This is an optimization exercise on Yosys and OpenROAD, whose aim is small area, not a production implementation. Where RTL was checked, it was by simulation tests only, not by an equivalence proof against the original. No functional check of the RTL was part of runs 2 to 4. Power and IR drop assume default switching activity.

[run.sh]
#!/bin/bash
# synth_recipe.tcl (not shown) runs the flow's synth.tcl, then flattens the netlist and writes it again
# the make line also repeats each setting of config.mk as NAME=value (left out here)
make -C /OpenROAD-flow-scripts/flow DESIGN_CONFIG=/design/flow/config.mk WORK_HOME=/design/flow/orfs CLKGATE_MAP_FILE= SYNTH_SCRIPT=/design/flow/synth_recipe.tcl finish
[config.mk]
export PLATFORM = sky130hd
export DESIGN_NAME = lights
export DESIGN_NICKNAME = lights
export VERILOG_FILES = /design/flow/design.v
export SDC_FILE = /design/flow/constraint.sdc
export NUM_CORES = 4
export LEC_CHECK = 0
export CAP_MARGIN = 20
export CORE_MARGIN = 2
export CORE_UTILIZATION = 45
export SLEW_MARGIN = 20
[constraint.sdc]
create_clock -name core_clock -period 10.0 [get_ports {clk}]
set_input_delay 2.0000 -clock core_clock [delete_from_list [all_inputs] [get_ports {clk}]]
set_output_delay 2.0000 -clock core_clock [all_outputs]
set_load 0.01 [all_outputs]
[design.v]
`timescale 1ns / 1ps
module ram72bit(
    input clk,
    input we,               
    input [3:0] wa,         
    input [71:0] wd,        
    input [3:0] pa,         
    input adv,              
    output [71:0] douta
    );
    reg [15*72-1:0] ring;    
    reg [3:0] q;
    reg pend;
    reg [71:0] w0, cur, nxt;
    reg byp;
    wire ins = pend && (q == wa);
    wire [71:0] x = ins ? wd : ring[71:0];
    always @ (posedge clk) begin
        ring <= {x, ring[15*72-1:72]};
        q <= (q == 4'd15) ? 4'd1 : q + 4'd1;
    end
    always @ (posedge clk) begin
        if (we && wa != 0) pend <= 1'b1;
        else if (ins)      pend <= 1'b0;
        if (we && wa == 0) w0 <= wd;
        if (q == pa + 4'd1) nxt <= x;
        if (pa == 0)        cur <= w0;
        else if (q == pa)   cur <= x;
        else if (adv)       cur <= nxt;
        byp <= we || (pend && wa == pa);
    end
    assign douta = byp ? wd : cur;
endmodule
`timescale 1ns / 1ps
module serial(
    input clk,
    input rst,
    input rx,                    
    output tx,
    output [3:0] wa,             
    output reg [71:0] d,         
    output reg we,               
    output reg [1:0] mode,       
    output reg [71:0] ind        
    );
    reg [2:0] tdiv7;
    always @ (posedge clk)
        if (rst)                tdiv7 <= 3'd7;
        else if (tdiv7 == 3'd6) tdiv7 <= 3'd0;
        else if (tdiv7 == 3'd7) tdiv7 <= 3'd1;
        else                    tdiv7 <= tdiv7 + 3'd1;
    wire tick = (tdiv7 == 3'd0);
    reg [2:0] rdiv;
    reg rrst;
    reg [3:0] rcnt;
    reg [7:0] rsh;               
    reg dr;                      
    wire rgo = !rrst && tick && rdiv == 3'd7;
    always @ (posedge clk) begin
        if (rst)       rdiv <= 3'd0;
        else if (rrst) rdiv <= 3'd4;
        else if (tick) rdiv <= rdiv + 3'd1;
    end
    always @ (posedge clk) begin
        dr <= 1'b0;
        rrst <= 1'b0;
        if (rst) begin
            rcnt <= 4'd0;
        end else if (rcnt == 4'd1) begin
            if (rx) rcnt <= 4'd0;
        end else if (rcnt != 4'd0) begin
            if (rgo) begin
                if (rcnt != 4'd2) rsh <= {rx, rsh[7:1]};
                else              dr <= 1'b1;
                rcnt <= rcnt - 4'd1;
            end
        end else if (!rx) begin
            rrst <= 1'b1;
            rcnt <= 4'd11;
        end
    end
    reg xmit;
    reg [2:0] tdiv;
    reg trst;
    reg [3:0] tcnt;
    reg [8:0] tsh;               
    wire [7:0] src;              
    assign tx = tsh[0];
    wire tgo = !trst && tick && tdiv == 3'd7;
    wire busy = xmit || tcnt != 4'd0;
    always @ (posedge clk) begin
        if (rst || trst) tdiv <= 3'd0;
        else if (tick)   tdiv <= tdiv + 3'd1;
    end
    always @ (posedge clk) begin
        trst <= 1'b0;
        if (rst) begin
            tcnt <= 4'd0;
            tsh <= 9'h1ff;
        end else if (xmit) begin
            trst <= 1'b1;
            tcnt <= 4'd10;
            tsh <= {src, 1'b0};
        end else if (tcnt != 4'd0 && tgo) begin
            tsh <= {1'b1, tsh[8:1]};
            tcnt <= tcnt - 4'd1;
        end
    end
    localparam [4:0] IDLE = 5'd0, IDLE_D = 5'd1, IDLE_M = 5'd2, IDLE_I = 5'd3,
                     RA = 5'd4, RD0 = 5'd5, RD8 = 5'd13,
                     RB0 = 5'd14, RB1 = 5'd15, RB2 = 5'd16, RB10 = 5'd24,
                     SM = 5'd25, IND = 5'd26, IND1 = 5'd27, IND2 = 5'd28;
    reg [4:0] s;
    reg [7:0] a;
    reg [4:0] led;
    reg [2:0] lb;
    assign wa = a[3:0];
    wire in_rd = s >= RD0 && s <= RD8;
    wire in_rbd = s >= RB2 && s <= RB10;
    wire idle = s <= IDLE_I;
    assign src = (s == RB0)    ? 8'h6f :
                 (s == RB1)    ? a :
                 in_rbd        ? d[71:64] :
                 (s == IDLE_D) ? 8'h64 :
                 (s == IDLE_M) ? rsh :
                 (s == IDLE_I) ? {5'd0, lb} :
                                 {3'd0, led};
    always @ (posedge clk)
        if ((dr && in_rd) || (xmit && in_rbd)) d <= {d[63:0], rsh};
    integer c;
    always @ (posedge clk) begin
        xmit <= 1'b0;
        we <= 1'b0;
        if (rst) begin
            mode <= 2'd0;
            ind <= 72'd0;
            s <= IDLE;
        end else if (idle) begin
            if (dr) begin
                if (rsh == "w")      s <= RA;
                else if (rsh == "m") s <= SM;
                else if (rsh == "i") s <= IND;
                else                 s <= IDLE;
            end
        end else if (s == RA) begin
            if (dr) begin a <= rsh; s <= RD0; end
        end else if (in_rd) begin
            if (dr) begin
                s <= s + 5'd1;
                if (s == RD8) begin xmit <= 1'b1; we <= 1'b1; end
            end
        end else if (s >= RB0 && s <= RB10) begin
            if (!busy) begin
                xmit <= 1'b1;
                s <= (s == RB10) ? IDLE_D : s + 5'd1;
            end
        end else if (s == SM) begin
            if (dr) begin mode <= rsh[1:0]; xmit <= 1'b1; s <= IDLE_M; end
        end else if (s == IND) begin
            if (dr) begin led <= rsh[4:0]; s <= IND1; end
        end else if (s == IND1) begin
            if (dr) begin lb <= rsh[2:0]; xmit <= 1'b1; s <= IND2; end
        end else if (s == IND2) begin
            if (!busy) begin
                for (c = 0; c < 24; c = c + 1)
                    if (led == c) ind[3*c +: 3] <= lb;
                xmit <= 1'b1;
                s <= IDLE_I;
            end
        end else begin
            s <= IDLE;
        end
    end
endmodule
`timescale 1ns / 1ps
module lights(
    input clk,
    input rst,
    input rx,
    output tx,
    output [2*12-1:0] leds
    );
    reg [4:0] rx_sync;
    always @ (posedge clk)
        if (rst) rx_sync <= 5'b11111;
        else     rx_sync <= {rx_sync[3:0], rx};
    reg [20:0] clk_div;
    always @ (posedge clk)
        if (rst) clk_div <= 21'd0;
        else     clk_div <= clk_div + 21'd1;
    wire step = clk_div[11:0] == 12'h801;
    wire adv  = clk_div[11:0] == 12'h802;    
    reg [3:0] pa;
    always @ (posedge clk)
        if (rst)       pa <= 4'd0;
        else if (step) pa <= pa + 4'd1;
    wire [3:0] wa;
    wire [71:0] wd, leds_i, leds_p;
    wire we;
    wire [1:0] mode;
    serial s(.clk(clk), .rst(rst), .rx(rx_sync[4]), .tx(tx),
             .wa(wa), .d(wd), .we(we), .mode(mode), .ind(leds_i));
    ram72bit p(.clk(clk), .we(we), .wa(wa), .wd(wd), .pa(pa), .adv(adv),
               .douta(leds_p));
    reg [7:0] r;
    always @ (posedge clk)
        if (rst)       r <= 8'd5;
        else if (step) r <= {r[6:0], r[7] ^ r[5] ^ r[4] ^ r[3]};
    wire [23:0] go;
    assign go[0] = (r[3]) & (r[4]) & (r[5]) & (r[6]) & (r[7]);
    assign go[1] = (r[0] ^ r[1] ^ r[2] ^ r[4] ^ r[6] ^ r[7]) & (r[0] ^ r[1] ^ r[2] ^ r[3] ^ r[4] ^ r[6] ^ r[7]) & (r[0] ^ r[1] ^ r[2] ^ r[3] ^ r[6] ^ r[7]) & (r[0] ^ r[1] ^ r[2] ^ r[3] ^ r[5] ^ r[6] ^ r[7]) & (r[0] ^ r[1] ^ r[2] ^ r[3] ^ r[5] ^ r[7]);
    assign go[2] = (r[1] ^ r[4] ^ r[7]) & (r[0] ^ r[2] ^ r[4] ^ r[6]) & (r[1] ^ r[3] ^ r[5] ^ r[7]) & (r[0] ^ r[2] ^ r[5]) & (r[1] ^ r[3] ^ r[6]);
    assign go[3] = (r[1] ^ r[2] ^ r[3] ^ r[4] ^ r[7]) & (r[0] ^ r[2] ^ r[3] ^ r[6]) & (r[1] ^ r[3] ^ r[4] ^ r[7]) & (r[0] ^ r[2] ^ r[6]) & (r[1] ^ r[3] ^ r[7]);
    assign go[4] = (r[1] ^ r[2] ^ r[4] ^ r[7]) & (r[0] ^ r[2] ^ r[3] ^ r[4] ^ r[6]) & (r[1] ^ r[3] ^ r[4] ^ r[5] ^ r[7]) & (r[0] ^ r[2]) & (r[1] ^ r[3]);
    assign go[5] = (r[0] ^ r[3] ^ r[6]) & (r[1] ^ r[4] ^ r[7]) & (r[0] ^ r[2] ^ r[4] ^ r[6]) & (r[1] ^ r[3] ^ r[5] ^ r[7]) & (r[0] ^ r[2] ^ r[5]);
    assign go[6] = (r[2] ^ r[3]) & (r[3] ^ r[4]) & (r[4] ^ r[5]) & (r[5] ^ r[6]) & (r[6] ^ r[7]);
    assign go[7] = (r[1] ^ r[3]) & (r[2] ^ r[4]) & (r[3] ^ r[5]) & (r[4] ^ r[6]) & (r[5] ^ r[7]);
    assign go[8] = (r[1]) & (r[2]) & (r[3]) & (r[4]) & (r[5]);
    assign go[9] = (r[0] ^ r[2] ^ r[3] ^ r[4] ^ r[6] ^ r[7]) & (r[0] ^ r[1] ^ r[3] ^ r[6] ^ r[7]) & (r[0] ^ r[1] ^ r[2] ^ r[5] ^ r[6] ^ r[7]) & (r[0] ^ r[1] ^ r[2] ^ r[3] ^ r[4] ^ r[5] ^ r[7]) & (r[0] ^ r[1] ^ r[2] ^ r[3]);
    assign go[10] = (r[3] ^ r[4] ^ r[7]) & (r[0] ^ r[6]) & (r[1] ^ r[7]) & (r[0] ^ r[2] ^ r[4] ^ r[5] ^ r[6]) & (r[1] ^ r[3] ^ r[5] ^ r[6] ^ r[7]);
    assign go[11] = (r[2] ^ r[4] ^ r[7]) & (r[0] ^ r[3] ^ r[4] ^ r[6]) & (r[1] ^ r[4] ^ r[5] ^ r[7]) & (r[0] ^ r[2] ^ r[4]) & (r[1] ^ r[3] ^ r[5]);
    assign go[12] = (r[2] ^ r[3] ^ r[4] ^ r[7]) & (r[0] ^ r[3] ^ r[6]) & (r[1] ^ r[4] ^ r[7]) & (r[0] ^ r[2] ^ r[4] ^ r[6]) & (r[1] ^ r[3] ^ r[5] ^ r[7]);
    assign go[13] = (r[0] ^ r[1] ^ r[6]) & (r[1] ^ r[2] ^ r[7]) & (r[0] ^ r[2] ^ r[3] ^ r[4] ^ r[5] ^ r[6]) & (r[1] ^ r[3] ^ r[4] ^ r[5] ^ r[6] ^ r[7]) & (r[0] ^ r[2] ^ r[7]);
    assign go[14] = (r[1] ^ r[2]) & (r[2] ^ r[3]) & (r[3] ^ r[4]) & (r[4] ^ r[5]) & (r[5] ^ r[6]);
    assign go[15] = (r[6]) & (r[7]) & (r[0] ^ r[4] ^ r[5] ^ r[6]) & (r[1] ^ r[5] ^ r[6] ^ r[7]) & (r[0] ^ r[2] ^ r[4] ^ r[5] ^ r[7]);
    assign go[16] = (r[3] ^ r[6]) & (r[4] ^ r[7]) & (r[0] ^ r[4] ^ r[6]) & (r[1] ^ r[5] ^ r[7]) & (r[0] ^ r[2] ^ r[4] ^ r[5]);
    assign go[17] = (r[0] ^ r[1] ^ r[2] ^ r[4] ^ r[7]) & (r[0] ^ r[1] ^ r[2] ^ r[3] ^ r[4] ^ r[6]) & (r[1] ^ r[2] ^ r[3] ^ r[4] ^ r[5] ^ r[7]) & (r[0] ^ r[2] ^ r[3]) & (r[1] ^ r[3] ^ r[4]);
    assign go[18] = (r[1] ^ r[4] ^ r[6] ^ r[7]) & (r[0] ^ r[2] ^ r[4] ^ r[6] ^ r[7]) & (r[0] ^ r[1] ^ r[3] ^ r[4] ^ r[6] ^ r[7]) & (r[0] ^ r[1] ^ r[2] ^ r[6] ^ r[7]) & (r[0] ^ r[1] ^ r[2] ^ r[3] ^ r[4] ^ r[5] ^ r[6] ^ r[7]);
    assign go[19] = (r[1] ^ r[2] ^ r[3] ^ r[4] ^ r[6] ^ r[7]) & (r[0] ^ r[2] ^ r[3] ^ r[6] ^ r[7]) & (r[0] ^ r[1] ^ r[3] ^ r[5] ^ r[6] ^ r[7]) & (r[0] ^ r[1] ^ r[2] ^ r[5] ^ r[7]) & (r[0] ^ r[1] ^ r[2] ^ r[3] ^ r[4] ^ r[5]);
    assign go[20] = (r[1] ^ r[2] ^ r[4] ^ r[6] ^ r[7]) & (r[0] ^ r[2] ^ r[3] ^ r[4] ^ r[6] ^ r[7]) & (r[0] ^ r[1] ^ r[3] ^ r[6] ^ r[7]) & (r[0] ^ r[1] ^ r[2] ^ r[5] ^ r[6] ^ r[7]) & (r[0] ^ r[1] ^ r[2] ^ r[3] ^ r[4] ^ r[5] ^ r[7]);
    assign go[21] = (r[0] ^ r[3]) & (r[1] ^ r[4]) & (r[2] ^ r[5]) & (r[3] ^ r[6]) & (r[4] ^ r[7]);
    assign go[22] = (r[2] ^ r[3] ^ r[6]) & (r[3] ^ r[4] ^ r[7]) & (r[0] ^ r[6]) & (r[1] ^ r[7]) & (r[0] ^ r[2] ^ r[4] ^ r[5] ^ r[6]);
    assign go[23] = (r[1] ^ r[3] ^ r[6]) & (r[2] ^ r[4] ^ r[7]) & (r[0] ^ r[3] ^ r[4] ^ r[6]) & (r[1] ^ r[4] ^ r[5] ^ r[7]) & (r[0] ^ r[2] ^ r[4]);
    reg [2:0] tw_i [0:23];
    reg [23:0] tw_d;
    wire [71:0] leds_r;
    genvar k;
    generate
        for (k = 0; k < 24; k = k + 1) begin : tw
            always @ (posedge clk)
                if (rst) begin
                    tw_i[k] <= 3'd0;
                    tw_d[k] <= 1'b0;
                end else if (step) begin
                    if (tw_i[k] == 3'd0) begin
                        if (go[k]) tw_i[k] <= 3'd1;
                    end else if (!tw_d[k]) begin
                        tw_i[k] <= tw_i[k] + 3'd1;
                        if (tw_i[k] == 3'd6) tw_d[k] <= 1'b1;
                    end else begin
                        tw_i[k] <= tw_i[k] - 3'd1;
                        if (tw_i[k] == 3'd1) tw_d[k] <= 1'b0;
                    end
                end
            assign leds_r[3*k +: 3] = tw_i[k];
        end
    endgenerate
    wire [7:0] pc = clk_div[7:0];
    wire [2:0] lvl = (pc < 8'd15)  ? 3'd0 :
                     (pc < 8'd35)  ? 3'd1 :
                     (pc < 8'd63)  ? 3'd2 :
                     (pc < 8'd99)  ? 3'd3 :
                     (pc < 8'd143) ? 3'd4 :
                     (pc < 8'd195) ? 3'd5 :
                     (pc < 8'd255) ? 3'd6 : 3'd7;
    wire sel_r = mode == 2'd2 || (mode == 2'd0 && clk_div[20]);
    wire sel_i = mode == 2'd3;
    wire [71:0] v = sel_i ? leds_i : sel_r ? leds_r : leds_p;
    generate
        for (k = 0; k < 24; k = k + 1) begin : pwm
            assign leds[k] = v[3*k +: 3] > lvl;
        end
    endgenerate
endmodule
==> impl_metrics.json, run 1 <==
{
  "synth_area_um2": 52000,
  "die-area_um2": 118000,
  "swShare_pct": 20.9,
  "grt_pass1_vias": 27900,
  "cts_buffers": 154,
  "place_congestion": 0.877,
  "synth_seq_area_share_pct": 69.2,
  "postRouteAntennaNets": 0,
  "synthSimpleGateAreaFrac_pct": 7.45,
  "layout_commonest_cell": "dfxtp_1",
  "vias_per_cell": 5.09,
  "area_growth_pct": 13.3,
  "max-vdd-ir-drop_mv": 0.155,
  "post_cts_resized": 0,
  "end_kind": "primary output",
  "die_h_um": 344,
  "syn_nets": 4225,
  "grt_util_met3_pct": 3.04,
  "dpl.hpwl_um": 64600,
  "crit_type": "reg -> out",
  "outcome": "complete, no violations",
  "layout-drive-gt1-share_pct": 11.3,
  "worstMarginPinSlew_ns": 1.15,
  "final-max-slew-violation-count": 0,
  "syn_area_per_cell_um2": 12.9,
  "p_switching_mw": 2.69,
  "nets": 4253,
  "synth-xor-area-share_pct": 2.15,
  "syn_inst": 4027,
  "crit_top_cell": "o21ai_0",
  "fin_crit_ns": 6.45,
  "combPwrFrac_pct": 2.1,
  "synth_top_family_by_area": "compound AO/OA/AOI/OAI gates",
  "power.internal_mw": 10.2,
  "power-per-cell-area_nw_per_um2": 218,
  "place_worst_setup_slack_ns": 4.33,
  "whs_ns": 0.312,
  "drt_iter0_drc": 2029,
  "critPathBufInv": 3,
  "cpLargestDelayFamily": "buffers and inverters",
  "start_util_pct": 45.4,
  "setup_viol": 0,
  "antenna_found_initial": 1,
  "grt_max_degree": 87,
  "rsz0062_at_grt": "no",
  "ys.warnings.count": 4,
  "tns_ns": 0,
  "die_w_um": 344,
  "clk_latency_ns": 0.77,
  "fin_crit_sh_pct": 64.5,
  "p_leak_nw": 23.0,
  "port_buffers": 27,
  "cpPeakStageDelay_ns": 0.65,
  "wl_um": 104000,
  "wl_per_cell_um": 18.3,
  "gr-usage-met1_pct": 25.7,
  "grt_usage_pct": 17.6,
  "min_path_type": "reg -> reg",
  "clk_pin_slew_ns": 0.06,
  "hold_violations": 0,
  "clock_path_buffers": 3,
  "cts_root_buf": "clkbuf_16",
  "cts_tree": "yes",
  "instances_no_fill": 5696,
  "core_um2": 115000,
  "core.rowCount": 124,
  "synth_compound_area_share_pct": 8.00,
  "first_pass_iters": 5,
  "synth_top_flop_cell": "dfxtp_1",
  "grt_pass1_wl_um": 162000,
  "postCtsSetupBuffers": 0,
  "fmax_ghz": 0.155,
  "ys_types": 89,
  "grt_util_met2_pct": 26.4,
  "path_cells": "buf_4 > and2_2 > buf_4 > o21ai_0 > ha_1 > o21ai_0 > o21ba_2 > o21ai_0 > clkdlybuf4s50_1",
  "slew_headroom_pct": 22.4,
  "cp-start-kind": "flip-flop",
  "top_usage_layer": "met2",
  "yosys.area_share.adder_pct": 4.80,
  "cts.hold.buffers_added": 0,
  "worst_slack_ns": 3.55,
  "drv_cap": 0,
  "crit_fanout": 32,
  "htree_num_levels": 4,
  "num_vias": 29000,
  "final_cell_mix": "dfxtp_1 (1328), edfxtp_1 (312), nand2_1 (296), o21ai_0 (241), ha_1 (195)",
  "p_total_mw": 12.9,
  "cts_sinks": 1642,
  "route.detailed.drc": 0,
  "power_frac_seq_pct": 52.8,
  "ioPinCount": 28,
  "overflow": 0,
  "synth_edf_count": 312,
  "synth_seq_cells": 1642,
  "pwr-share-clk_pct": 45.1,
  "worstPathArrival_ns": 4.45,
  "dp_cells": 5411,
  "async_flop_share_pct": 0,
  "fin_skew_ns": 0.0298,
  "synthMuxAreaShare_pct": 6.21,
  "cp.required_ns": 8.00,
  "slowest_stage": "clkdlybuf4s50_1"
}
flip-flops by register name, summed over array words and instances (netlist names), 4 cells and up:
name / count
p.ring: 1080
p.q: 4
clk_div: 21
p.nxt: 72
tw_i: 72
s.s: 5
s.rcnt: 4
s.rsh: 8
s.tcnt: 4
rx_sync: 5
s.ind: 72
tw_d: 24
r: 8
p.w0: 72
s.tsh: 9
pa: 4
p.cur: 72
s.d: 72
s.led: 5
s.a: 8
power by group through the flow:
stage | clock (mW) | combinational [mW] | sequential [mW]
2_1_floorplan | 0 | 0.228 | 6.91
3_3_place_gp | 0 | 0.266 | 6.94
3_5_place_dp | 0 | 0.269 | 6.94
4_1_cts | 5.95 | 0.270 | 6.79
5_1_grt | 6.21 | 0.303 | 6.79
6_report | 5.80 | 0.276 | 6.79
logic make-up (layout without fill, tap and decap cells):
| group | after synthesis | in the layout |
|---|---|---|
| other | 0 | 1 |
| AOI/OAI and AO/OA | 684 | 684 |
| buffers and inverters | 283 | 439 |
| and+or+nand+nor | 793 | 793 |
| xor gates and xnor gates | 116 | 116 |
| adders and majority gates | 201 | 201 |
| DFF | 1642 | 1642 |
| muxes | 308 | 308 |
final timing paths:
path | depth (start not counted) | start | endpoint | slack [ns]
worst max-delay path | 9 | s.mode[1] | leds[7] | 3.55
worst max register to register | 6 | pa[2] | p.cur[33] | 6.64
worst min register to register | 0 | p.ring[92] | p.ring[20] | 0.31
worst min-delay path | 0 | p.ring[92] | p.ring[20] | 0.31
layer usage:
metal / share of wire [%] / up-vias
li1: - / 14100
met1: 50 / 14000
met2: 43 / 635
met3: 4.5 / 197
met4: 2.5 / 0
met5: 0 / -
stage by stage:
stage / utilization [%] / area [um2]
after CTS: 51.5 / 58900
after floorplan: - / 52000
after global routing: 51.5 / 59000
after global placement: 47.0 / 53800
after detailed placement: 47.0 / 53800
final: 51.5 / 59000
layout make-up:
cell class	count	area (um2)
fill	9755	55500
sequential	1642	36000
multi-input combinational	2102	15000
clock buffer	221	4590
tap	1512	1890
timing repair buffer	69	587
clock inverter	63	584
inverter	86	323
antenna	1	2.50
synth_stat cells (11+ instances only):
| library cell | number | share of area, % |
|---|---|---|
| dfxtp_1 | 1330 | 51 |
| nor2b_1 | 31 | 0.37 |
| or3_1 | 12 | 0.14 |
| ha_1 | 195 | 4.7 |
| o21ai_1 | 21 | 0.20 |
| nand4_1 | 12 | 0.14 |
| inv_1 | 86 | 0.62 |
| o211ai_1 | 40 | 0.58 |
| and3_1 | 32 | 0.38 |
| o21ba_2 | 18 | 0.35 |
| o21ai_0 | 242 | 2.3 |
| o221ai_1 | 29 | 0.49 |
| nor4_1 | 11 | 0.13 |
| edfxtp_1 | 312 | 18 |
| a21o_1 | 28 | 0.40 |
| nor3_1 | 47 | 0.45 |
| buf_1 | 13 | 0.094 |
| a31oi_1 | 13 | 0.16 |
| nand2b_1 | 20 | 0.24 |
| or4_1 | 26 | 0.38 |
| nor2_1 | 143 | 1.0 |
| a22oi_1 | 26 | 0.38 |
| a211oi_1 | 23 | 0.33 |
| nand2_1 | 298 | 2.1 |
| clkbuf_1 | 123 | 0.89 |
| nand3b_1 | 29 | 0.42 |
| xnor2_1 | 63 | 1.1 |
| a21oi_1 | 180 | 1.7 |
| nand3_1 | 82 | 0.79 |
| xor2_1 | 45 | 0.76 |
| mux2_2 | 115 | 2.5 |
| mux2i_1 | 191 | 3.7 |
| buf_2 | 57 | 0.55 |
==> run 2, diff against run 1 <==
--- a/design.v
+++ b/design.v
@@ -6,15 +6,19 @@
     input [71:0] wd,        
     input [3:0] pa,         
     input adv,              
-    output [71:0] douta
+    output reg [71:0] w0,
+    output reg [71:0] cur,
+    output reg [71:0] nxt,
+    output reg byp,         
+    output reg pz,          
+    output reg nsel         
     );
     reg [15*72-1:0] ring;    
     reg [3:0] q;
     reg pend;
-    reg [71:0] w0, cur, nxt;
-    reg byp;
     wire ins = pend && (q == wa);
     wire [71:0] x = ins ? wd : ring[71:0];
+    wire stale = adv || nsel;
     always @ (posedge clk) begin
         ring <= {x, ring[15*72-1:72]};
         q <= (q == 4'd15) ? 4'd1 : q + 4'd1;
@@ -23,13 +27,12 @@
         if (we && wa != 0) pend <= 1'b1;
         else if (ins)      pend <= 1'b0;
         if (we && wa == 0) w0 <= wd;
-        if (q == pa + 4'd1) nxt <= x;
-        if (pa == 0)        cur <= w0;
-        else if (q == pa)   cur <= x;
-        else if (adv)       cur <= nxt;
+        if (q == pa) cur <= x;
+        if (q == pa + 4'd1 && !stale) nxt <= x;
+        nsel <= stale && q != pa && pa != 0;
+        pz <= pa == 0;
         byp <= we || (pend && wa == pa);
     end
-    assign douta = byp ? wd : cur;
 endmodule
 `timescale 1ns / 1ps
 module serial(
@@ -195,13 +198,14 @@
         if (rst)       pa <= 4'd0;
         else if (step) pa <= pa + 4'd1;
     wire [3:0] wa;
-    wire [71:0] wd, leds_i, leds_p;
+    wire [71:0] wd, leds_i, w0, cur, nxt;
+    wire byp, pz, nsel;
     wire we;
     wire [1:0] mode;
     serial s(.clk(clk), .rst(rst), .rx(rx_sync[4]), .tx(tx),
              .wa(wa), .d(wd), .we(we), .mode(mode), .ind(leds_i));
     ram72bit p(.clk(clk), .we(we), .wa(wa), .wd(wd), .pa(pa), .adv(adv),
-               .douta(leds_p));
+               .w0(w0), .cur(cur), .nxt(nxt), .byp(byp), .pz(pz), .nsel(nsel));
     reg [7:0] r;
     always @ (posedge clk)
         if (rst)       r <= 8'd5;
@@ -231,28 +235,35 @@
     assign go[21] = (r[0] ^ r[3]) & (r[1] ^ r[4]) & (r[2] ^ r[5]) & (r[3] ^ r[6]) & (r[4] ^ r[7]);
     assign go[22] = (r[2] ^ r[3] ^ r[6]) & (r[3] ^ r[4] ^ r[7]) & (r[0] ^ r[6]) & (r[1] ^ r[7]) & (r[0] ^ r[2] ^ r[4] ^ r[5] ^ r[6]);
     assign go[23] = (r[1] ^ r[3] ^ r[6]) & (r[2] ^ r[4] ^ r[7]) & (r[0] ^ r[3] ^ r[4] ^ r[6]) & (r[1] ^ r[4] ^ r[5] ^ r[7]) & (r[0] ^ r[2] ^ r[4]);
-    reg [2:0] tw_i [0:23];
-    reg [23:0] tw_d;
     wire [71:0] leds_r;
     genvar k;
     generate
         for (k = 0; k < 24; k = k + 1) begin : tw
+            reg [3:0] st;
+            reg f;
+            reg [2:0] o;
+            always @ (*)
+                case (st)
+                    4'b0000: begin f = go[k]; o = 3'd0; end
+                    4'b0001: begin f = 1'b0;  o = 3'd1; end
+                    4'b0010: begin f = 1'b0;  o = 3'd2; end
+                    4'b0100: begin f = 1'b1;  o = 3'd3; end
+                    4'b1001: begin f = 1'b1;  o = 3'd4; end
+                    4'b0011: begin f = 1'b1;  o = 3'd5; end
+                    4'b0111: begin f = 1'b1;  o = 3'd6; end
+                    4'b1111: begin f = 1'b0;  o = 3'd7; end
+                    4'b1110: begin f = 1'b1;  o = 3'd6; end
+                    4'b1101: begin f = 1'b1;  o = 3'd5; end
+                    4'b1011: begin f = 1'b0;  o = 3'd4; end
+                    4'b0110: begin f = 1'b0;  o = 3'd3; end
+                    4'b1100: begin f = 1'b0;  o = 3'd2; end
+                    4'b1000: begin f = 1'b0;  o = 3'd1; end
+                    default: begin f = 1'b0;  o = 3'd0; end
+                endcase
             always @ (posedge clk)
-                if (rst) begin
-                    tw_i[k] <= 3'd0;
-                    tw_d[k] <= 1'b0;
-                end else if (step) begin
-                    if (tw_i[k] == 3'd0) begin
-                        if (go[k]) tw_i[k] <= 3'd1;
-                    end else if (!tw_d[k]) begin
-                        tw_i[k] <= tw_i[k] + 3'd1;
-                        if (tw_i[k] == 3'd6) tw_d[k] <= 1'b1;
-                    end else begin
-                        tw_i[k] <= tw_i[k] - 3'd1;
-                        if (tw_i[k] == 3'd1) tw_d[k] <= 1'b0;
-                    end
-                end
-            assign leds_r[3*k +: 3] = tw_i[k];
+                if (rst)       st <= 4'b0000;
+                else if (step) st <= {st[2:0], f};
+            assign leds_r[3*k +: 3] = o;
         end
     endgenerate
     wire [7:0] pc = clk_div[7:0];
@@ -265,7 +276,13 @@
                      (pc < 8'd255) ? 3'd6 : 3'd7;
     wire sel_r = mode == 2'd2 || (mode == 2'd0 && clk_div[20]);
     wire sel_i = mode == 2'd3;
-    wire [71:0] v = sel_i ? leds_i : sel_r ? leds_r : leds_p;
+    wire sel_p = !sel_r && !sel_i;
+    wire e_wd = sel_p && byp;
+    wire e_w0 = sel_p && !byp && pz;
+    wire e_n  = sel_p && !byp && !pz && nsel;
+    wire e_c  = sel_p && !byp && !pz && !nsel;
+    wire [71:0] v = ({72{e_wd}} & wd) | ({72{e_w0}} & w0) | ({72{e_n}} & nxt) |
+                    ({72{e_c}} & cur) | ({72{sel_r}} & leds_r) | ({72{sel_i}} & leds_i);
     generate
         for (k = 0; k < 24; k = k + 1) begin : pwm
             assign leds[k] = v[3*k +: 3] > lvl;
==> config.mk (replaced) <==
export PLATFORM = sky130hd
export DESIGN_NAME = lights
export DESIGN_NICKNAME = lights
export VERILOG_FILES = /design/flow/design.v
export SDC_FILE = /design/flow/constraint.sdc
export NUM_CORES = 4
export LEC_CHECK = 0
export CAP_MARGIN = 0
export CORE_MARGIN = 2
export CORE_UTILIZATION = 70
export CTS_BUF_LIST = sky130_fd_sc_hd__clkbuf_4
export SLEW_MARGIN = 0
==> run 2 against run 1 <==
  * Still clean on timing, DRC and antenna
  * Critical path depth rose by 1
  * First-iteration DRC count rose by 34%
  * Critical path type unchanged
  * Core utilization rose by 27 points
  * Largest power group unchanged
  * Sequential share of layout area rose by 3.7 points
  * Largest cell class unchanged
  * Power fell by 4.5%
  * Die area fell by 38%
  * Sequential cell count rose by 2
  * Via count rose by 7.2%
  * Cell area fell by 5.6%
  * Sequential power barely moved
  * Area after synthesis fell by 3.8%
  * Non-clock buffer count fell by 8
  * Critical endpoint is now leds[14]
==> impl_metrics.json, run 2 <==
{
  "swShare_pct": 22.5,
  "outcome": "complete, no violations",
  "power-per-cell-area_nw_per_um2": 221,
  "largest_reg_flops": 1080,
  "cpPeakStageDelay_ns": 0.89,
  "ys_types": 83,
  "first_pass_iters": 6,
  "wl_per_cell_um": 21.2,
  "grt_max_degree": 93,
  "synth_top_flop_cell": "dfxtp_1",
  "setup.worst_path.start": "s.mode[0]",
  "cp-endpoint": "leds[14]",
  "end_kind": "primary output",
  "fin_skew_ns": 0.193,
  "grt_pass1_vias": 32300,
  "drv_cap": 0,
  "area_growth_pct": 11.2,
  "slew_headroom_pct": 17.2,
  "power.internal_mw": 9.52,
  "cts_buffers": 383,
  "die_h_um": 271,
  "core.rowCount": 98,
  "grt_usage_pct": 30.9,
  "final-max-slew-violation-count": 0,
  "synth_top_cell_area_share_pct": 53.3,
  "p_leak_nw": 21.4,
  "power_frac_seq_pct": 55.4,
  "path_cells": "and2_2 > nor3b_2 > buf_4 > a222oi_1 > nand2_1 > ha_1 > a21o_1 > a21oi_1 > a31oi_1 > clkdlybuf4s50_1",
  "num_vias": 31100,
  "regMostFlops": "p.ring",
  "synth_seq_cells": 1644,
  "syn_area_per_cell_um2": 12.9,
  "drt_iter0_drc": 2728,
  "fmax_ghz": 0.146,
  "vias_per_cell": 5.82,
  "die-area_um2": 73700,
  "nets": 4206,
  "core_um2": 71100,
  "cts_tree": "yes",
  "fin_crit_ns": 6.87,
  "dpl.hpwl_um": 65600,
  "final_cell_mix": "dfxtp_1 (1331), clkbuf_4 (575), nand2_1 (350), edfxtp_1 (312), a21oi_1 (292)",
  "port_buffers": 27,
  "cts_sinks": 1644,
  "synth_area_um2": 50000,
  "clk_pin_slew_ns": 0.07,
  "overflow": 0,
  "clk_latency_ns": 1.23,
  "setup_viol": 0,
  "ys.warnings.count": 3,
  "reg2regPathDepth": 7,
  "postRouteAntennaNets": 0,
  "syn_nets": 3989,
  "synth.area.top_cells": "dfxtp_1 (53%), edfxtp_1 (19%), mux2_2 (3.1%)",
  "clock_path_buffers": 4,
  "timing.rr.end": "s.d[71]",
  "die_w_um": 271,
  "reg_top3": "p.ring x1080, tw.st x96",
  "antenna_found_initial": 1,
  "cp.required_ns": 8.00,
  "place_congestion": 0.860,
  "tns_ns": 0,
  "pwr-share-clk_pct": 41.9,
  "route.detailed.drc": 0,
  "hold_violations": 0,
  "cts_root_buf": "clkbuf_4",
  "min_path_type": "reg -> reg",
  "post_cts_resized": 0,
  "slowest_stage": "and2_2",
  "worstMarginPinSlew_ns": 1.22,
  "grt_pass1_wl_um": 176000,
  "yosys-top-cells-count": "dfxtp_1 (1332), nand2_1 (351), edfxtp_1 (312), a21oi_1 (292), clkbuf_1 (170)",
  "reg2reg_from": "s.s[1]",
  "syn_inst": 3887,
  "wl_um": 113000,
  "regToRegSetupSlack_ns": 6.66,
  "htree_num_levels": 5,
  "crit_fanout": 39,
  "synth_seq_area_share_pct": 72.0,
  "rsz0062_at_grt": "no",
  "yosysMostFrequentCell": "dfxtp_1",
  "n_fill_cell": 4106,
  "p_switching_mw": 2.77,
  "max-vdd-ir-drop_mv": 0.208,
  "layout-drive-gt1-share_pct": 18.5,
  "cts.hold.buffers_added": 0,
  "post-route-util_pct": 78.3,
  "postCtsSetupBuffers": 0,
  "synth_edf_count": 312,
  "combPwrFrac_pct": 2.7,
  "yosys.area.top_type": "dfxtp_1",
  "ioPinCount": 28,
  "fin_crit_sh_pct": 68.7,
  "start_util_pct": 70.4,
  "cp-start-kind": "flip-flop",
  "worstPathArrival_ns": 4.87,
  "layout_commonest_cell": "dfxtp_1",
  "async_flop_share_pct": 0,
  "crit_type": "reg -> out"
}
-- run 2: changes by cell type after synthesis, sizes merged, moves of 19 or more --
cell / before / now
a21oi: 180 / 293
a221oi: 2 / 21
a222oi: 0 / 46
a31oi: 13 / 34
and3: 32 / 9
clkbuf: 124 / 173
ha: 195 / 99
mux2: 117 / 136
mux2i: 191 / 60
nand2: 298 / 351
o211ai: 40 / 9
o21ai: 263 / 144
o221ai: 30 / 0
-- run 2: worst max-delay path, delay by kind of cell (launching register included) --
kind	cells	cell delay [ns]
buffers and inverters	2	0.93
and+or+nand+nor	3	1.13
DFF	1	0.45
AOI/OAI and AO/OA	4	0.91
adders and majority gates	1	0.33
-- run 2: layout make-up --
class	instances	area [um2]	share of cell area, %
Clock buffer	575	4320	7.76
Inverter	77	289	0.519
Tap cell	950	1190	2.14
Clock inverter	87	395	0.710
Antenna cell	5	12.5	0.0225
Multi-Input combinational cell	1937	12900	23.2
Sequential cell	1644	36000	64.8
Timing Repair Buffer	61	527	0.947
-- run 2: worst min path at each step --
| stage | to | start | cells after the start | slack (ns) |
|---|---|---|---|---|
| 3_3_place_gp | p.ring[750] | p.ring[822] | 0 | 0.31 |
| 5_1_grt | p.ring[960] | p.ring[1032] | 0 | 0.23 |
| 3_5_place_dp | p.ring[63] | p.ring[135] | 0 | 0.31 |
| 4_1_cts | p.ring[90] | p.ring[162] | 0 | 0.23 |
| 6_report | p.ring[135] | p.ring[207] | 0 | 0.25 |
| 2_1_floorplan | p.ring[0] | p.ring[72] | 0 | 0.31 |
-- run 2: kinds of logic (layout without fill, tap and decap cells) --
kind of cell,count (synthesis),in the layout,share of synthesized area [%]
AO/OA/AOI/OAI,712,712,8.91
buffers and inverters,306,800,2.45
other,0,5,0
AND/OR/NAND/NOR,811,811,7.74
adder cells (fa/ha/maj),99,99,2.48
XOR/XNOR,119,119,2.17
flip-flops,1644,1644,72.0
multiplexers,196,196,4.26
-- run 2: through the flow --
stage / instance area (um2) / hold WS, ns / setup WS [ns] / power (mW) / cells
finish: 55700 / 0.249 / 3.13 / 12.3 / 5336
detailed placement: 50900 / 0.312 / 4.30 / 7.28 / 4669
global route: 55600 / 0.234 / 2.86 / 12.8 / 5332
floorplan: 50000 / 0.310 / 1.70 / 7.19 / 3887
CTS: 55600 / 0.234 / 3.10 / 12.4 / 5331
global placement: 50900 / 0.310 / 4.40 / 7.28 / 4669
-- run 2: layer usage --
| layer | GRT usage [%] | vias up | routed length (um) |
|---|---|---|---|
| met3 | 7.32 | 346 | 8610 |
| met5 | 0 | - | 0 |
| li1 | - | 14300 | - |
| met4 | 16.1 | 0 | 4630 |
| met1 | 38.6 | 15000 | 45100 |
| met2 | 50.3 | 1410 | 54800 |
-- run 2: power groups by stage --
stage	clock, mW	combinational [mW]	sequential, mW
after floorplan	0	0.265	6.93
after global placement	0	0.322	6.95
after detailed placement	0	0.328	6.96
after CTS	5.29	0.330	6.80
after global routing	5.59	0.373	6.81
final	5.16	0.330	6.81
==> run 3, diff against run 2 <==
--- a/design.v
+++ b/design.v
@@ -274,6 +274,10 @@
                      (pc < 8'd143) ? 3'd4 :
                      (pc < 8'd195) ? 3'd5 :
                      (pc < 8'd255) ? 3'd6 : 3'd7;
+    function gt3(input [2:0] a, input [2:0] b);
+        gt3 = (a[2] & ~b[2]) |
+              (~(a[2] ^ b[2]) & ((a[1] & ~b[1]) | (~(a[1] ^ b[1]) & a[0] & ~b[0])));
+    endfunction
     wire sel_r = mode == 2'd2 || (mode == 2'd0 && clk_div[20]);
     wire sel_i = mode == 2'd3;
     wire sel_p = !sel_r && !sel_i;
@@ -285,7 +289,7 @@
                     ({72{e_c}} & cur) | ({72{sel_r}} & leds_r) | ({72{sel_i}} & leds_i);
     generate
         for (k = 0; k < 24; k = k + 1) begin : pwm
-            assign leds[k] = v[3*k +: 3] > lvl;
+            assign leds[k] = gt3(v[3*k +: 3], lvl);
         end
     endgenerate
 endmodule
==> flow/run.sh (new file) <==
#!/bin/bash
# Standard ORFS layout (the standard.sh) with clock tree synthesis
# arguments of our own: one clock buffer type, sized sink clusters and no
# dummy loads. The make output goes to flow.log; ORFS keeps each step's log
# under orfs/logs.
set -euo pipefail
export CTS_ARGS="-sink_clustering_enable -repair_clock_nets -dont_use_dummy_load -buf_list sky130_fd_sc_hd__clkbuf_8 -sink_clustering_size 18 -sink_clustering_max_diameter 50"
bash standard.sh > flow.log 2>&1
==> standard.sh (new file) <==
#!/bin/bash
# synth_recipe.tcl (not shown) runs the flow's synth.tcl, then flattens the netlist and writes it again
# the make line also repeats each setting of config.mk as NAME=value (left out here)
make -C /OpenROAD-flow-scripts/flow DESIGN_CONFIG=/design/flow/config.mk WORK_HOME=/design/flow/orfs CLKGATE_MAP_FILE= SYNTH_SCRIPT=/design/flow/synth_recipe.tcl "${@:-finish}"
==> config.mk (replaced) <==
export PLATFORM = sky130hd
export DESIGN_NAME = lights
export DESIGN_NICKNAME = lights
export VERILOG_FILES = /design/flow/design.v
export SDC_FILE = /design/flow/constraint.sdc
export NUM_CORES = 4
export LEC_CHECK = 0
export CAP_MARGIN = 20
export CORE_MARGIN = 2
export CORE_UTILIZATION = 70
export SLEW_MARGIN = 20
removed: run.sh
==> run 3 against run 2 <==
  * First-iteration DRC count decreased by 1.2%
  * Count of clock-buffer cells in the layout fell by 457
  * Sequential share of layout area up 4.3 points
  * Non-clock buffer count rose by 2
  * Sequential power is essentially flat
  * Final cell count down 11%
  * Synthesized cell count is 0.33% lower
  * Sequential cell count did not move
  * Die area shrank 0.29%
  * Critical endpoint is now leds[21]
  * Largest cell class unchanged
==> impl_metrics.json, run 3 <==
{
  "synth_seq_area_share_pct": 72.2,
  "cts_sinks": 1644,
  "die_w_um": 271,
  "synth_top_cell_area_share_pct": 53.4,
  "antenna_found_initial": 1,
  "clock_path_buffers": 3,
  "yosys.area.top_type": "dfxtp_1",
  "crit_fanout": 42,
  "grt_usage_pct": 27.4,
  "p_leak_nw": 19.2,
  "fin_skew_ns": 0.0870,
  "cts_root_buf": "clkbuf_8",
  "wl_per_cell_um": 21.4,
  "grt_pass1_wl_um": 157000,
  "ys.warnings.count": 3,
  "yosys-top-cells-count": "dfxtp_1 (1332), nand2_1 (369), edfxtp_1 (312), a21oi_1 (246), clkbuf_1 (191)",
  "fmax_ghz": 0.152,
  "min_path_type": "reg -> reg",
  "place_area_um2": 50500,
  "max-vdd-ir-drop_mv": 0.231,
  "start_util_pct": 71.0,
  "synth_edf_count": 312,
  "worstPathArrival_ns": 4.57,
  "regMostFlops": "p.ring",
  "clk_latency_ns": 0.78,
  "place_congestion": 0.878,
  "yosysMostFrequentCell": "dfxtp_1",
  "num_vias": 28200,
  "synth_top_flop_cell": "dfxtp_1",
  "ioPinCount": 28,
  "worstMarginPinSlew_ns": 1.16,
  "core_um2": 70300,
  "synth_compound_area_share_pct": 8.95,
  "regToRegSetupSlack_ns": 6.64,
  "nets": 3863,
  "power-per-cell-area_nw_per_um2": 191,
  "wl_um": 101000,
  "area_growth_pct": 4.64,
  "outcome": "complete, no violations",
  "reg_top3": "p.ring x1080, tw.st x96",
  "post_cts_resized": 0,
  "slew_headroom_pct": 22.3,
  "drt_iter0_drc": 2695,
  "async_flop_share_pct": 0,
  "cts_buffers": 118,
  "end_kind": "primary output",
  "final_area_um2": 52200,
  "synth-xor-area-share_pct": 2.34,
  "drv_cap": 0,
  "syn_inst": 3874,
  "route.detailed.drc": 0,
  "synthSimpleGateAreaFrac_pct": 7.61,
  "cp.required_ns": 8.00,
  "syn_area_per_cell_um2": 12.9,
  "port_buffers": 27,
  "postCtsSetupBuffers": 0,
  "synth_area_um2": 49900,
  "first_pass_iters": 8,
  "cts_tree": "yes",
  "cts.hold.buffers_added": 0,
  "rsz0062_at_grt": "no",
  "die_h_um": 271,
  "die-area_um2": 73400,
  "clk_pin_slew_ns": 0.10,
  "tns_ns": 0,
  "final_cell_mix": "dfxtp_1 (1331), nand2_1 (368), edfxtp_1 (312), a21oi_1 (246), nor2_1 (148)",
  "yosys.area_share.adder_pct": 1.88,
  "dpl.hpwl_um": 64200,
  "fin_crit_sh_pct": 65.7,
  "cp-start-kind": "flip-flop",
  "syn_nets": 3952,
  "grt_pass1_vias": 27800,
  "vias_per_cell": 5.97,
  "synth.area.top_cells": "dfxtp_1 (53%), edfxtp_1 (19%), nand2_1 (2.8%)",
  "setup_viol": 0,
  "htree_num_levels": 3,
  "postRouteAntennaNets": 0,
  "hold_violations": 0,
  "synthMuxAreaShare_pct": 4.21,
  "synth_seq_cells": 1644,
  "core.rowCount": 97,
  "crit_type": "reg -> out",
  "overflow": 0,
  "ys_types": 83,
  "fin_crit_ns": 6.57,
  "layout-drive-gt1-share_pct": 8.54,
  "final-max-slew-violation-count": 0,
  "grt_max_degree": 103,
  "largest_reg_flops": 1080,
  "synth_top_family_by_area": "compound AO/OA/AOI/OAI gates",
  "layout_commonest_cell": "dfxtp_1"
}
run 3: cell types whose count changed after synthesis, sizes merged, moves of 24 or more:
| cell | change |
|---|---|
| a2111oi | +29 |
| o31ai | +27 |
| xor2 | +25 |
| a222oi | -24 |
| o21ai | -38 |
| a21oi | -46 |
| a211oi | +36 |
| a22o | +24 |
| a21o | -31 |
| ha | -24 |
run 3: kinds of logic (layout without fill, tap and decap cells):
logic type	Yosys count	in the layout
adder cells (fa/ha/maj)	75	75
AO/OA/AOI/OAI	684	684
AND/OR/NAND/NOR	817	817
XOR/XNOR	130	130
buffers and inverters	329	238
other	0	1
flip-flops	1644	1644
multiplexers	195	195
run 3: worst paths after layout:
check,startpoint,to,cells past startpoint
setup / recovery,s.mode[1],leds[21],10
hold / removal,p.ring[1009],p.ring[937],0
setup reg to reg,s.s[1],s.led[2],8
hold reg to reg,p.ring[1009],p.ring[937],0
run 3: report_power, final:
part	leakage, nW	switching, mW	internal (mW)
registers	13.8	0.0531	6.75
clock network	0.848	1.84	1.05
logic	4.56	0.158	0.0966
total	19.2	2.05	7.90
run 3: per-stage QoR:
stage / cells / hold WS, ns / power, mW / utilization, % / setup WS (ns)
after global routing: 4724 / 0.264 / 10.3 / 74.3 / 3.25
after global placement: 4603 / 0.310 / 7.20 / 71.9 / 4.28
final: 4724 / 0.262 / 9.95 / 74.3 / 3.43
after floorplan: 3874 / 0.310 / 7.15 / - / 1.65
after detailed placement: 4603 / 0.312 / 7.21 / 71.9 / 4.20
after CTS: 4721 / 0.253 / 10.0 / 74.2 / 3.44
run 3: area by class of cell:
type,instances,area [um2]
Fill cell,4318,18100
Sequential cell,1644,36000
Tap cell,940,1180
Timing Repair Buffer,63,582
Antenna cell,1,2.50
Multi-Input combinational cell,1901,12600
Clock buffer,118,1620
Inverter,57,214
run 3: critical path, stage by stage (launching register included):
cell             delay (ns)
dfxtp_1                0.46
nor2_1                 0.12
nor2_4                 0.80
nor4b_4                0.10
buf_4                  0.31
a222oi_1               0.43
nand2_1                0.11
ha_1                   0.28
nand2_1                0.05
o31ai_1                0.51
clkdlybuf4s50_1        0.65
run 3: routing by layer:
layer  GRT usage (%)  vias to the layer above  wire length [um]
met4            10.5                        0              3900
met2            44.4                     1108             47500
met1            37.2                    13600             42800
li1                -                    13200                 -
met3            4.48                      254              6790
met5               0                        -                 0
==> run 4, diff against run 3 <==
==> flow/run.sh (replaced) <==
#!/bin/bash
# Standard ORFS layout (the standard.sh) with clock tree synthesis
# arguments of our own: one clock buffer type, sized sink clusters and no
# dummy loads. The make output goes to flow.log; ORFS keeps each step's log
# under orfs/logs.
set -euo pipefail
export CTS_ARGS="-sink_clustering_enable -repair_clock_nets -dont_use_dummy_load -buf_list sky130_fd_sc_hd__clkbuf_16 -sink_clustering_size 30 -sink_clustering_max_diameter 60"
bash standard.sh > flow.log 2>&1
==> run 4 against run 3 <==
  * Highest routed layer is now met5
  * Sequential power hardly changed
  * Still clean on timing, DRC and antenna
  * Largest power group unchanged
  * Die area stayed put
  * Non-clock buffer count grew 1
  * Clock skew is 0.013 ns higher
  * Synthesized cell count stayed put
  * Hold slack better by 0.018 ns
==> impl_metrics.json, run 4 <==
{
  "postCtsSetupBuffers": 0,
  "worstPathArrival_ns": 4.56,
  "instances_no_fill": 4687,
  "fin_skew_ns": 0.0996,
  "dp_cells": 4603,
  "drv_cap": 0,
  "multi_input_area_um2": 12600,
  "n_fill_cell": 4204,
  "rsz0062_at_grt": "no",
  "clk_latency_ns": 0.69,
  "setup_viol": 0,
  "seq_area_um2": 36000,
  "area_growth_pct": 5.47,
  "power.internal_mw": 8.30,
  "first_pass_iters": 6,
  "final-max-slew-violation-count": 0,
  "synth_area_um2": 49900,
  "power-per-cell-area_nw_per_um2": 198,
  "clock_path_buffers": 3,
  "place_congestion": 0.878,
  "drt_iter0_drc": 3003,
  "fmax_ghz": 0.152,
  "regMostFlops": "p.ring",
  "cp-start-kind": "flip-flop",
  "layout-drive-gt1-share_pct": 7.66,
  "syn_area_per_cell_um2": 12.9,
  "min_path_type": "reg -> reg",
  "crit_fanout": 39,
  "yosysMostFrequentCell": "dfxtp_1",
  "cts.hold.buffers_added": 0,
  "outcome": "complete, no violations",
  "worstMarginPinSlew_ns": 1.24,
  "core.rowCount": 97,
  "crit_type": "reg -> out",
  "postRouteAntennaNets": 0,
  "slew_headroom_pct": 17.6,
  "ys_types": 83,
  "end_kind": "primary output",
  "die_h_um": 271,
  "route.detailed.drc": 0,
  "tns_ns": 0,
  "syn_nets": 3952,
  "start_util_pct": 71.0,
  "synth_top_cell_area_share_pct": 53.4,
  "final_cell_mix": "dfxtp_1 (1331), nand2_1 (368), edfxtp_1 (312), a21oi_1 (246), nor2_1 (148)",
  "synth_seq_area_share_pct": 72.2,
  "async_flop_share_pct": 0,
  "ioPinCount": 28,
  "clk_pin_slew_ns": 0.09,
  "ys.warnings.count": 3,
  "grt_pass1_wl_um": 165000,
  "htree_num_levels": 3,
  "cts_root_buf": "clkbuf_16",
  "synth_top_family_by_area": "compound AO/OA/AOI/OAI gates",
  "combPwrFrac_pct": 2.5,
  "synth_seq_cells": 1644,
  "synth_top_flop_cell": "dfxtp_1",
  "p_switching_mw": 2.13,
  "cts_buffers": 81,
  "vias_per_cell": 6.09,
  "cp.required_ns": 8.00,
  "grt_pass1_vias": 28400,
  "p_leak_nw": 19.4,
  "synth.area.top_cells": "dfxtp_1 (53%), edfxtp_1 (19%), nand2_1 (2.8%)",
  "post_cts_resized": 0,
  "power_frac_seq_pct": 65.3,
  "cts_sinks": 1644,
  "synth-xor-area-share_pct": 2.34,
  "port_buffers": 27,
  "dpl.hpwl_um": 64200,
  "overflow": 0,
  "antenna_found_initial": 2,
  "core_um2": 70300,
  "num_vias": 28500,
  "yosys.area_share.adder_pct": 1.88,
  "grt_usage_pct": 29.0,
  "layout_commonest_cell": "dfxtp_1",
  "syn_inst": 3874,
  "pwr-share-clk_pct": 32.3,
  "synthSimpleGateAreaFrac_pct": 7.61,
  "post-route-util_pct": 74.9,
  "die_w_um": 271,
  "wl_um": 107000,
  "fin_crit_ns": 6.56,
  "swShare_pct": 20.4,
  "largest_reg_flops": 1080,
  "synthMuxAreaShare_pct": 4.21,
  "max-vdd-ir-drop_mv": 0.219,
  "yosys-top-cells-count": "dfxtp_1 (1332), nand2_1 (369), edfxtp_1 (312), a21oi_1 (246), clkbuf_1 (191)",
  "synth_edf_count": 312,
  "wl_per_cell_um": 22.8,
  "yosys.area.top_type": "dfxtp_1",
  "grt_max_degree": 103,
  "synth_compound_area_share_pct": 8.95,
  "diodes": 0,
  "cts_tree": "yes",
  "hold_violations": 0,
  "reg_top3": "p.ring x1080, tw.st x96",
  "nets": 3827,
  "fin_crit_sh_pct": 65.6,
  "die-area_um2": 73400
}
-- run 4: layer usage --
layer,global-route usage [%],share of wire [%]
met3,4.41,6.9
met1,39.1,41
met4,12.0,4.3
met5,0,0.012
met2,47.3,47
-- run 4: critical path, stage by stage, from the launching register on --
cell and delay (ns):
dfxtp_4 0.74, buf_4 0.74, mux2_2 0.41, a221oi_1 0.30
nand2_1 0.12, ha_1 0.37, nand2_1 0.11, o31ai_1 0.43
clkdlybuf4s50_1 0.64
-- run 4: worst paths after layout --
path / startpoint / to / slack (ns) / cells after the start
min reg2reg: p.ring[1009] / p.ring[937] / 0.28 / 0
max: p.nsel / leds[11] / 3.44 / 8
max reg2reg: s.s[1] / s.led[2] / 6.60 / 8
min: p.ring[1009] / p.ring[937] / 0.28 / 0
-- run 4: per-stage QoR --
stage / setup WS, ns / total power [mW] / hold WS [ns] / cell area (um2)
after floorplan: 1.65 / 7.15 / 0.310 / 49900
after global placement: 4.28 / 7.20 / 0.310 / 50500
after detailed placement: 4.20 / 7.21 / 0.312 / 50500
after CTS: 3.52 / 10.5 / 0.280 / 52500
after global routing: 3.35 / 10.7 / 0.284 / 52600
final: 3.44 / 10.4 / 0.281 / 52600
-- run 4: cell families after synthesis --
group           Yosys count
xor+xnor                130
simple gates            817
fa+ha+maj                75
flops                  1644
compound gates          684
mux                     195
buf+inv                 329
-- run 4: area by class of cell --
type | count | share of cell area [%]
flip-flops and latches | 1644 | 68.5
multi-input cells | 1901 | 23.9
clock buffers | 81 | 3.85
well taps | 940 | 2.23
repair buffers | 64 | 1.13
inverters | 57 | 0.407
-- run 4: power groups by stage --
stage / Combinational, mW / Clock [mW] / Sequential [mW]
finish: 0.258 / 3.37 / 6.81
global route: 0.289 / 3.62 / 6.82
CTS: 0.254 / 3.41 / 6.81
detailed placement: 0.252 / 0 / 6.96
global placement: 0.242 / 0 / 6.96
floorplan: 0.226 / 0 / 6.92
==> run 5, diff against run 4 <==
--- a/design.v
+++ b/design.v
@@ -130,13 +130,17 @@
                                  {3'd0, led};
     always @ (posedge clk)
         if ((dr && in_rd) || (xmit && in_rbd)) d <= {d[63:0], rsh};
+    wire upd = s == IND2 && !busy;
+    wire [2:0] lbr = lb & {3{~rst}};
     integer c;
+    always @ (posedge clk)
+        for (c = 0; c < 24; c = c + 1)
+            if (rst || (upd && led == c)) ind[3*c +: 3] <= lbr;
     always @ (posedge clk) begin
         xmit <= 1'b0;
         we <= 1'b0;
         if (rst) begin
             mode <= 2'd0;
-            ind <= 72'd0;
             s <= IDLE;
         end else if (idle) begin
             if (dr) begin
@@ -165,8 +169,6 @@
             if (dr) begin lb <= rsh[2:0]; xmit <= 1'b1; s <= IND2; end
         end else if (s == IND2) begin
             if (!busy) begin
-                for (c = 0; c < 24; c = c + 1)
-                    if (led == c) ind[3*c +: 3] <= lb;
                 xmit <= 1'b1;
                 s <= IDLE_I;
             end
@@ -195,8 +197,7 @@
     wire adv  = clk_div[11:0] == 12'h802;    
     reg [3:0] pa;
     always @ (posedge clk)
-        if (rst)       pa <= 4'd0;
-        else if (step) pa <= pa + 4'd1;
+        if (rst || step) pa <= (pa + 4'd1) & {4{~rst}};
     wire [3:0] wa;
     wire [71:0] wd, leds_i, w0, cur, nxt;
     wire byp, pz, nsel;
@@ -208,8 +209,7 @@
                .w0(w0), .cur(cur), .nxt(nxt), .byp(byp), .pz(pz), .nsel(nsel));
     reg [7:0] r;
     always @ (posedge clk)
-        if (rst)       r <= 8'd5;
-        else if (step) r <= {r[6:0], r[7] ^ r[5] ^ r[4] ^ r[3]};
+        if (rst || step) r <= rst ? 8'd5 : {r[6:0], r[7] ^ r[5] ^ r[4] ^ r[3]};
     wire [23:0] go;
     assign go[0] = (r[3]) & (r[4]) & (r[5]) & (r[6]) & (r[7]);
     assign go[1] = (r[0] ^ r[1] ^ r[2] ^ r[4] ^ r[6] ^ r[7]) & (r[0] ^ r[1] ^ r[2] ^ r[3] ^ r[4] ^ r[6] ^ r[7]) & (r[0] ^ r[1] ^ r[2] ^ r[3] ^ r[6] ^ r[7]) & (r[0] ^ r[1] ^ r[2] ^ r[3] ^ r[5] ^ r[6] ^ r[7]) & (r[0] ^ r[1] ^ r[2] ^ r[3] ^ r[5] ^ r[7]);
@@ -261,8 +261,7 @@
                     default: begin f = 1'b0;  o = 3'd0; end
                 endcase
             always @ (posedge clk)
-                if (rst)       st <= 4'b0000;
-                else if (step) st <= {st[2:0], f};
+                if (rst || step) st <= {st[2:0], f} & {4{~rst}};
             assign leds_r[3*k +: 3] = o;
         end
     endgenerate
==> flow/run.sh (replaced) <==
#!/bin/bash
# Standard ORFS layout (the standard.sh) with clock tree synthesis
# arguments of our own: one clock buffer type, sized sink clusters and no
# dummy loads. The make output goes to flow.log; ORFS keeps each step's log
# under orfs/logs.
set -euo pipefail
export CTS_ARGS="-sink_clustering_enable -repair_clock_nets -dont_use_dummy_load -buf_list sky130_fd_sc_hd__clkbuf_8 -sink_clustering_size 22 -sink_clustering_max_diameter 55"
bash standard.sh > flow.log 2>&1
==> run 5 against run 4 <==
  * Clock power shrank about 20%
  * Count of clock-buffer cells in the layout grew 17
  * Global-route usage shrank 3.0 points
  * Largest cell class unchanged
  * Die area grew 0.18%
  * Combinational power grew 86%
==> impl_metrics.json, run 5 <==
{
  "synth_edf_count": 492,
  "slew_headroom_pct": 24.9,
  "ioPinCount": 28,
  "reg2reg_from": "clk_div[6]",
  "seq_area_um2": 37800,
  "synth_seq_cells": 1644,
  "timing.rr.end": "r[1]",
  "core.rowCount": 97,
  "worstMarginPinSlew_ns": 1.12,
  "place_area_um2": 50900,
  "overflow": 0,
  "die-area_um2": 73600,
  "post_cts_resized": 0,
  "grt_max_degree": 109,
  "num_vias": 26100,
  "final_area_um2": 52300,
  "clk_latency_ns": 0.76,
  "outcome": "complete, no violations",
  "vias_per_cell": 6.01,
  "fmax_ghz": 0.150,
  "ys.warnings.count": 3,
  "clk_pin_slew_ns": 0.12,
  "yosys-top-cells-count": "dfxtp_1 (1152), edfxtp_1 (492), nand2_1 (169), o21ai_0 (143), nor2b_1 (141)",
  "postCtsSetupBuffers": 0,
  "pwr-share-clk_pct": 26.4,
  "max-vdd-ir-drop_mv": 0.202,
  "cts_buffers": 98,
  "power_frac_seq_pct": 68.8,
  "route.detailed.drc": 0,
  "final-max-slew-violation-count": 0,
  "htree_num_levels": 3,
  "power-per-cell-area_nw_per_um2": 195,
  "fin_crit_ns": 6.65,
  "regToRegSetupSlack_ns": 6.46,
  "drv_cap": 0,
  "core_um2": 70400,
  "reg_top3": "p.ring x1080, tw.st x96",
  "hold_end": "p.ring[976]",
  "yosysMostFrequentCell": "dfxtp_1",
  "worstHoldPathCells": 0,
  "layout_commonest_cell": "dfxtp_1",
  "setup_viol": 0,
  "whs_ns": 0.255,
  "wl_per_cell_um": 22.2,
  "dp_cells": 4238,
  "syn_inst": 3424,
  "grt_pass1_wl_um": 148000,
  "worst_slack_ns": 3.35,
  "synth_top_cell_area_share_pct": 46.1,
  "worstPathArrival_ns": 4.65,
  "instances_no_fill": 4339,
  "cts_tree": "yes",
  "grt_pass1_vias": 25800,
  "end_kind": "primary output",
  "area_growth_pct": 4.58,
  "p_switching_mw": 2.16,
  "drt_iter0_drc": 2418,
  "yosys.area.top_type": "dfxtp_1",
  "cp.required_ns": 8.00,
  "synth_top_flop_cell": "dfxtp_1",
  "die_h_um": 271,
  "fin_crit_sh_pct": 66.5,
  "rsz0062_at_grt": "no",
  "cts_sinks": 1644,
  "port_buffers": 27,
  "regMostFlops": "p.ring",
  "fin_skew_ns": 0.100,
  "swShare_pct": 21.3,
  "cp-start-kind": "flip-flop",
  "nets": 3478,
  "tns_ns": 0,
  "hold_violations": 0,
  "layout-drive-gt1-share_pct": 8.03,
  "n_fill_cell": 4202,
  "ys_types": 90,
  "place_worst_setup_slack_ns": 4.16,
  "cts.hold.buffers_added": 0,
  "clock_path_buffers": 3,
  "largest_reg_flops": 1080,
  "synth.area.top_cells": "dfxtp_1 (46%), edfxtp_1 (30%), mux2_2 (2.3%)",
  "multi_input_area_um2": 11200,
  "first_pass_iters": 8,
  "synth_seq_area_share_pct": 75.7,
  "die_w_um": 271,
  "async_flop_share_pct": 0,
  "syn_nets": 3502,
  "grt_usage_pct": 26.0,
  "place_congestion": 0.853,
  "crit_fanout": 32,
  "power.internal_mw": 8.01,
  "dpl.hpwl_um": 61900,
  "start_util_pct": 71.0,
  "reg2regPathDepth": 5,
  "crit_type": "reg -> out",
  "min_from": "p.ring[1048]",
  "syn_area_per_cell_um2": 14.6,
  "cts_root_buf": "clkbuf_8",
  "p_leak_nw": 19.0,
  "synth_area_um2": 50000,
  "wl_um": 96100,
  "final_cell_mix": "dfxtp_1 (1151), edfxtp_1 (492), nand2_1 (167), o21ai_0 (143), nor2b_1 (140)",
  "antenna_found_initial": 2,
  "postRouteAntennaNets": 0,
  "min_path_type": "reg -> reg",
  "combPwrFrac_pct": 4.7
}
## run 5: changes by cell type after synthesis, moves of 32 or more
cell / change
a21oi_1: -173
a22oi_1: -32
clkbuf_1: -105
dfxtp_1: -180
edfxtp_1: +180
nand2_1: -200
nand3_1: -48
nor2_1: -33
nor2b_1: +125
o211ai_1: +32
o21ai_0: +37
xor2_1: -38
## run 5: how the worst max path moves through the flow
stage	startpoint	end	slack [ns]	cells after the start
2_1_floorplan	pa[0]	p.cur[0]	1.61	2
3_3_place_gp	clk_div[20]	leds[22]	4.35	10
3_5_place_dp	clk_div[20]	leds[23]	4.16	10
4_1_cts	clk_div[20]	leds[23]	3.37	10
5_1_grt	clk_div[20]	leds[20]	3.21	10
6_report	clk_div[20]	leds[20]	3.35	10
## run 5: per-stage QoR
step	power, mW	utilization [%]
4_1_cts	10.2	74.2
2_1_floorplan	7.49	-
6_report	10.2	74.3
3_5_place_dp	7.63	72.3
5_1_grt	10.5	74.3
3_3_place_gp	7.58	72.3
## run 5: final cells by class
| type | instances | area share (%) |
|---|---|---|
| diodes | 1 | 0.00479 |
| clock buffers | 98 | 2.58 |
| inverters | 49 | 0.352 |
| multi-input cells | 1552 | 21.4 |
| flip-flops and latches | 1644 | 72.4 |
| well taps | 940 | 2.25 |
| repair buffers | 55 | 1.01 |
## run 5: power by group through the flow
| stage | Combinational, mW | Sequential, mW | Clock, mW |
|---|---|---|---|
| detailed placement | 0.475 | 7.15 | 0 |
| finish | 0.481 | 7.00 | 2.69 |
| floorplan | 0.379 | 7.12 | 0 |
| global placement | 0.442 | 7.14 | 0 |
| global route | 0.529 | 7.02 | 2.94 |
| CTS | 0.477 | 7.00 | 2.73 |
## run 5: logic make-up (layout without fill, tap and decap cells)
| kind of cell | count (synthesis) | after routing | share of synthesized area (%) |
|---|---|---|---|
| AOI/OAI and AO/OA | 547 | 547 | 7.75 |
| xor gates and xnor gates | 99 | 99 | 1.85 |
| adders and majority gates | 75 | 75 | 1.88 |
| buffers and inverters | 228 | 202 | 2.08 |
| DFF | 1644 | 1644 | 75.7 |
| muxes | 175 | 175 | 3.76 |
| other | 0 | 1 | 0 |
| and+or+nand+nor | 656 | 656 | 7.01 |
## run 5: layer usage
layer  vias to the layer above  global-route usage, %  wire, um
met5                         -                      0         0
met4                         0                   8.88      3010
met3                       215                   4.11      6790
met2                      1000                   41.0     44100
met1                     12800                   37.2     42200
li1                      12100                      -         -
## run 5: critical path: stages, from the launching register on
cell	delay (ns)
dfxtp_1	0.45
nor2b_1	0.41
or4_2	0.56
buf_4	0.47
o21ai_0	0.18
a221oi_1	0.25
o21ai_0	0.16
ha_1	0.36
nand2_1	0.06
o31ai_1	0.39
clkdlybuf4s50_1	0.63

[what the ideal ports hide]
No port has a modelled driver above. Below, the same layouts with a new extraction and two added sets of constraints. Step 1 assumes that a clkbuf_16 drives the clock port and a buf_2 every other input. Step 2 adds t to the input delays and takes it off the output delays; t is the mean of the earliest and latest rising clock arrival at the registers after step 1. Input paths then give back, and output paths get back, about the clock's delay inside the block. Slacks: no drivers / after step 1 / after step 2; pairs: no drivers / after step 1.
run | shift t [ns] | slack for setup (ns) | worst data-port slew with drivers (ns)
run 1 | 0.821 | 3.554 / 3.483 / 4.303 | 0.04
run 2 | 1.195 | 3.132 / 3.064 / 4.259 | 0.05
run 3 | 0.790 | 3.428 / 3.366 / 4.156 | 0.04
run 4 | 0.707 | 3.439 / 3.372 / 4.078 | 0.04
run 5 | 0.771 | 3.349 / 3.284 / 4.055 | 0.04
After both steps every run listed still meets setup and hold.
